Context: an optimization exercise on an open-source flow, tuned for small area, a short achievable clock period and few clock cycles. The choices shown serve that exercise and are no tape-out recipe.
The RTL was checked by simulation tests, not by an equivalence proof against the original design.
No activity file was given, so power comes from the tool's default toggle rates.

==> flow/design.v (excerpt) <==
module divider (
  input clk, rst_n,
  input start,
  input [31:0] div, dsr,
  output [31:0] q, r,
  output err,
  output done
);
==> module controller, before the edit <==
module controller (
  input      clk, rst_n,
  input      start,
  input      skip, last,
  output     idle,
  output reg align, iter, done
);
  assign idle = !(align || iter || done);
  always @( posedge clk )
    if( !rst_n ) begin
      align <= 1'b0;
      iter  <= 1'b0;
      done  <= 1'b0;
    end
    else begin
      align <= idle && start;
      iter  <= (align && !skip) || (iter && !last);
      done  <= (align && skip) || (iter && last);
    end
endmodule
==> module datapath, before the edit <==
module datapath (
  input             clk,
  input      [31:0] div, dsr,
  input             idle, align, iter,
  output reg [31:0] q, r,
  output reg        err,
  output            ge, last, skip
);
  reg [31:0] d;       
  reg  [4:0] k;       
  reg  [4:0] m;       
  reg  [1:0] kdl;     
  wire [4:0] msb_div, msb_dsr;
  msb32 mdiv ( .x(div), .y(msb_div) );
  msb32 mdsr ( .x(dsr), .y(msb_dsr) );
  wire dsr_zero = ( dsr == 32'd0 );
  wire [5:0] kd;
  sub5 ksub ( .a(k), .b(m), .y(kd) );
  assign skip = err || kd[5];
  wire [31:0] sh0, sh1, sh2, sh3, sh4;
  shl_stage #( .S(1),  .FILL(1'b1) ) st0 ( .x(d),   .s(kdl[0]), .y(sh0) );
  shl_stage #( .S(2),  .FILL(1'b0) ) st1 ( .x(sh0), .s(kdl[1]), .y(sh1) );
  shl_stage #( .S(4),  .FILL(1'b1) ) st2 ( .x(sh1), .s(kd[2]), .y(sh2) );
  shl_stage #( .S(8),  .FILL(1'b0) ) st3 ( .x(sh2), .s(kd[3]), .y(sh3) );
  shl_stage #( .S(16), .FILL(1'b1) ) st4 ( .x(sh3), .s(kd[4]), .y(sh4) );
  wire r_load = idle || ( align && err );
  wire [31:0] gl [0:5];    
  wire [31:0] pl [0:5];
  genvar lv, bi;
  generate
    for( bi = 0; bi < 32; bi = bi + 1 ) begin : pg
      ks_pg0e #( .CARRY_IN( bi == 0 ), .FORCE( bi == 31 ) ) c (
        .r(r[bi]), .d(d[bi]), .en(iter), .f(r_load), .gn(gl[0][bi]), .pn(pl[0][bi]) );
    end
    for( lv = 0; lv < 5; lv = lv + 1 ) begin : ks
      for( bi = 0; bi < 32; bi = bi + 1 ) begin : bt
        if( bi >= (1 << lv) && ( bi < (2 << lv) || lv == 4 ) ) begin : gonly
          if( lv % 2 == 1 ) begin : pn
            ks_pn_g c ( .gh(gl[lv][bi]), .ph(pl[lv][bi]), .gl(gl[lv][bi - (1 << lv)]),
                        .g(gl[lv+1][bi]) );
          end
          else begin : np
            ks_np_g c ( .gh(gl[lv][bi]), .ph(pl[lv][bi]), .gl(gl[lv][bi - (1 << lv)]),
                        .g(gl[lv+1][bi]) );
          end
          assign pl[lv+1][bi] = 1'b0;
        end
        else if( bi >= (1 << lv) ) begin : comb
          if( lv % 2 == 1 ) begin : pn
            ks_pn c ( .gh(gl[lv][bi]), .ph(pl[lv][bi]),
                      .gl(gl[lv][bi - (1 << lv)]), .pl(pl[lv][bi - (1 << lv)]),
                      .g(gl[lv+1][bi]), .p(pl[lv+1][bi]) );
          end
          else begin : np
            ks_np c ( .gh(gl[lv][bi]), .ph(pl[lv][bi]),
                      .gl(gl[lv][bi - (1 << lv)]), .pl(pl[lv][bi - (1 << lv)]),
                      .g(gl[lv+1][bi]), .p(pl[lv+1][bi]) );
          end
        end
        else begin : pass
          assign gl[lv+1][bi] = !gl[lv][bi];
          assign pl[lv+1][bi] = 1'b0;
        end
      end
    end
  endgenerate
  wire [32:0] cy = {gl[5], 1'b1};
  wire [31:1] diff_h;
  xor_late #( .W(31) ) dx ( .x(~( r[31:1] ^ d[31:1] )), .c(cy[31:1]), .y(diff_h) );
  wire [31:0] diff = {diff_h, r[0] ^ d[0]};
  assign ge = cy[32];
  assign last = ( k == m );
  wire [31:0] d_next;
  sel_late #( .W(32) ) dsel ( .s(align), .an(sh4), .b(idle ? dsr : {1'b0, d[31:1]}), .y(d_next) );
  always @( posedge clk )
    d <= d_next;
  always @( posedge clk ) begin
    if( ge )
      r <= idle ? div : ( iter ? diff : 32'd0 );
  end
  always @( posedge clk ) begin
    if( idle ) begin
      k   <= msb_div;
      kdl <= {msb_div[1] ^ msb_dsr[1] ^ ( !msb_div[0] && msb_dsr[0] ), msb_div[0] ^ msb_dsr[0]};
      m   <= msb_dsr;
      q   <= 32'd0;
      err <= dsr_zero;
    end
    else if( iter ) begin
      q <= {q[30:0], ge};
      k <= k - 5'd1;
    end
  end
endmodule
==> flow/config.mk <==
export PLATFORM = sky130hd
export DESIGN_NAME = divider
export DESIGN_NICKNAME = divider
export VERILOG_FILES = /design/flow/design.v
export SDC_FILE = /design/flow/constraint.sdc
export NUM_CORES = 4
export LEC_CHECK = 0
export CAP_MARGIN = 20
export CORE_MARGIN = 2
export CORE_UTILIZATION = 60
export SETUP_SLACK_MARGIN = 1.6
export SLEW_MARGIN = 20
export SYNTH_HIERARCHICAL = 1
==> flow/constraint.sdc <==
create_clock -name core_clock -period 4.0 [get_ports {clk}]
set_input_delay 0.8000 -clock core_clock [delete_from_list [all_inputs] [get_ports {clk}]]
set_output_delay 0.8000 -clock core_clock [all_outputs]
set_load 0.01 [all_outputs]
standard.sh (not shown) runs the stock make flow with config.mk's settings and CLKGATE_MAP_FILE= SYNTH_SCRIPT=/design/flow/synth_recipe.tcl, a recipe that flattens the netlist after the stock synthesis.
==> flow/flow/run.sh <==
#!/bin/bash
# The standard layout, with the port buffers that ORFS inserts before global
# placement made as sky130_fd_sc_hd__buf_1 cells rather than the default
# delay buffers; timing repair still resizes them where a path needs it.
set -euo pipefail
bash standard.sh 'BUFFER_PORTS_ARGS=-buffer_cell sky130_fd_sc_hd__buf_1' finish > standard_flow.log 2>&1
The starting point completed without violations.
Testbench counts at the start, summed over its fixed seeds: cycles 12,149.
Change:
--- a/flow/design.v
+++ b/flow/design.v
@@ -23,19 +23,19 @@
 module controller (
   input      clk, rst_n,
   input      start,
   input      skip, last,
-  output     idle,
-  output reg align, iter, done
-);
-  assign idle = !(align || iter || done);
+  output reg idle, align, iter, done
+);
   always @( posedge clk )
     if( !rst_n ) begin
+      idle  <= 1'b1;
       align <= 1'b0;
       iter  <= 1'b0;
       done  <= 1'b0;
     end
     else begin
+      idle  <= (idle && !start) || done;
       align <= idle && start;
       iter  <= (align && !skip) || (iter && !last);
       done  <= (align && skip) || (iter && last);
     end
@@ -51,8 +51,9 @@
   reg [31:0] d;       
   reg  [4:0] k;       
   reg  [4:0] m;       
   reg  [1:0] kdl;     
+  reg        kdb;     
   wire [4:0] msb_div, msb_dsr;
   msb32 mdiv ( .x(div), .y(msb_div) );
   msb32 mdsr ( .x(dsr), .y(msb_dsr) );
   wire dsr_zero = ( dsr == 32'd0 );
@@ -60,9 +61,9 @@
   sub5 ksub ( .a(k), .b(m), .y(kd) );
   assign skip = err || kd[5];
   wire [31:0] sh0, sh1, sh2, sh3, sh4;
   shl_stage #( .S(1),  .FILL(1'b1) ) st0 ( .x(d),   .s(kdl[0]), .y(sh0) );
-  shl_stage #( .S(2),  .FILL(1'b0) ) st1 ( .x(sh0), .s(kdl[1]), .y(sh1) );
+  shl_stage #( .S(2),  .FILL(1'b0) ) st1 ( .x(sh0), .s(kdl[1] ^ kdb), .y(sh1) );
   shl_stage #( .S(4),  .FILL(1'b1) ) st2 ( .x(sh1), .s(kd[2]), .y(sh2) );
   shl_stage #( .S(8),  .FILL(1'b0) ) st3 ( .x(sh2), .s(kd[3]), .y(sh3) );
   shl_stage #( .S(16), .FILL(1'b1) ) st4 ( .x(sh3), .s(kd[4]), .y(sh4) );
   wire r_load = idle || ( align && err );
@@ -122,9 +123,10 @@
   end
   always @( posedge clk ) begin
     if( idle ) begin
       k   <= msb_div;
-      kdl <= {msb_div[1] ^ msb_dsr[1] ^ ( !msb_div[0] && msb_dsr[0] ), msb_div[0] ^ msb_dsr[0]};
+      kdl <= {msb_div[1] ^ msb_dsr[1], msb_div[0] ^ msb_dsr[0]};
+      kdb <= !msb_div[0] && msb_dsr[0];
       m   <= msb_dsr;
       q   <= 32'd0;
       err <= dsr_zero;
     end
Flip-flop and latch count climbs by 2. Wire length climbs by about 6%. Final area climbs by 1.3%. Via count climbs by 3.1%. Maximum frequency climbs by about 5.4%. Setup slack gains 0.13 ns. Core utilization climbs by 0.64 points. Die area climbs by about 0.5%. Synthesized cell count is about the same. Hold slack loses 0.052 ns. Global-route usage climbs by 1.2 points. Area after synthesis climbs by about 0.5%. Combinational power drops by 50%. Total power drops by 30%.
Testbench counts after the change, summed over its fixed seeds: cycles 12,149.

## what the ideal ports hide
Ports are ideal in the flow. The routed layouts listed here were re-timed in OpenROAD.
Step 1 assumes that a clkbuf_16 drives the clock port and a buf_2 every other input.
Step 2, shift: input delay + t, output delay - t, t = (earliest + latest rising clock arrival at the registers) / 2. This alone moves slack from input paths to output paths.
Three values: ideal, step 1, step 2; two values: the first two.
run | t (ns) | slack for setup (ns) | cell pins on the clock port's net
the first run | 0.413 | 1.473 / 1.472 / 1.058 | 1
the second run | 0.468 | 1.602 / 1.623 / 1.155 | 1
After both steps every run listed still meets setup and hold. The setup slack of the second run, which loses most, moves by +0.021 ns with the drivers and by -0.447 ns with both steps.
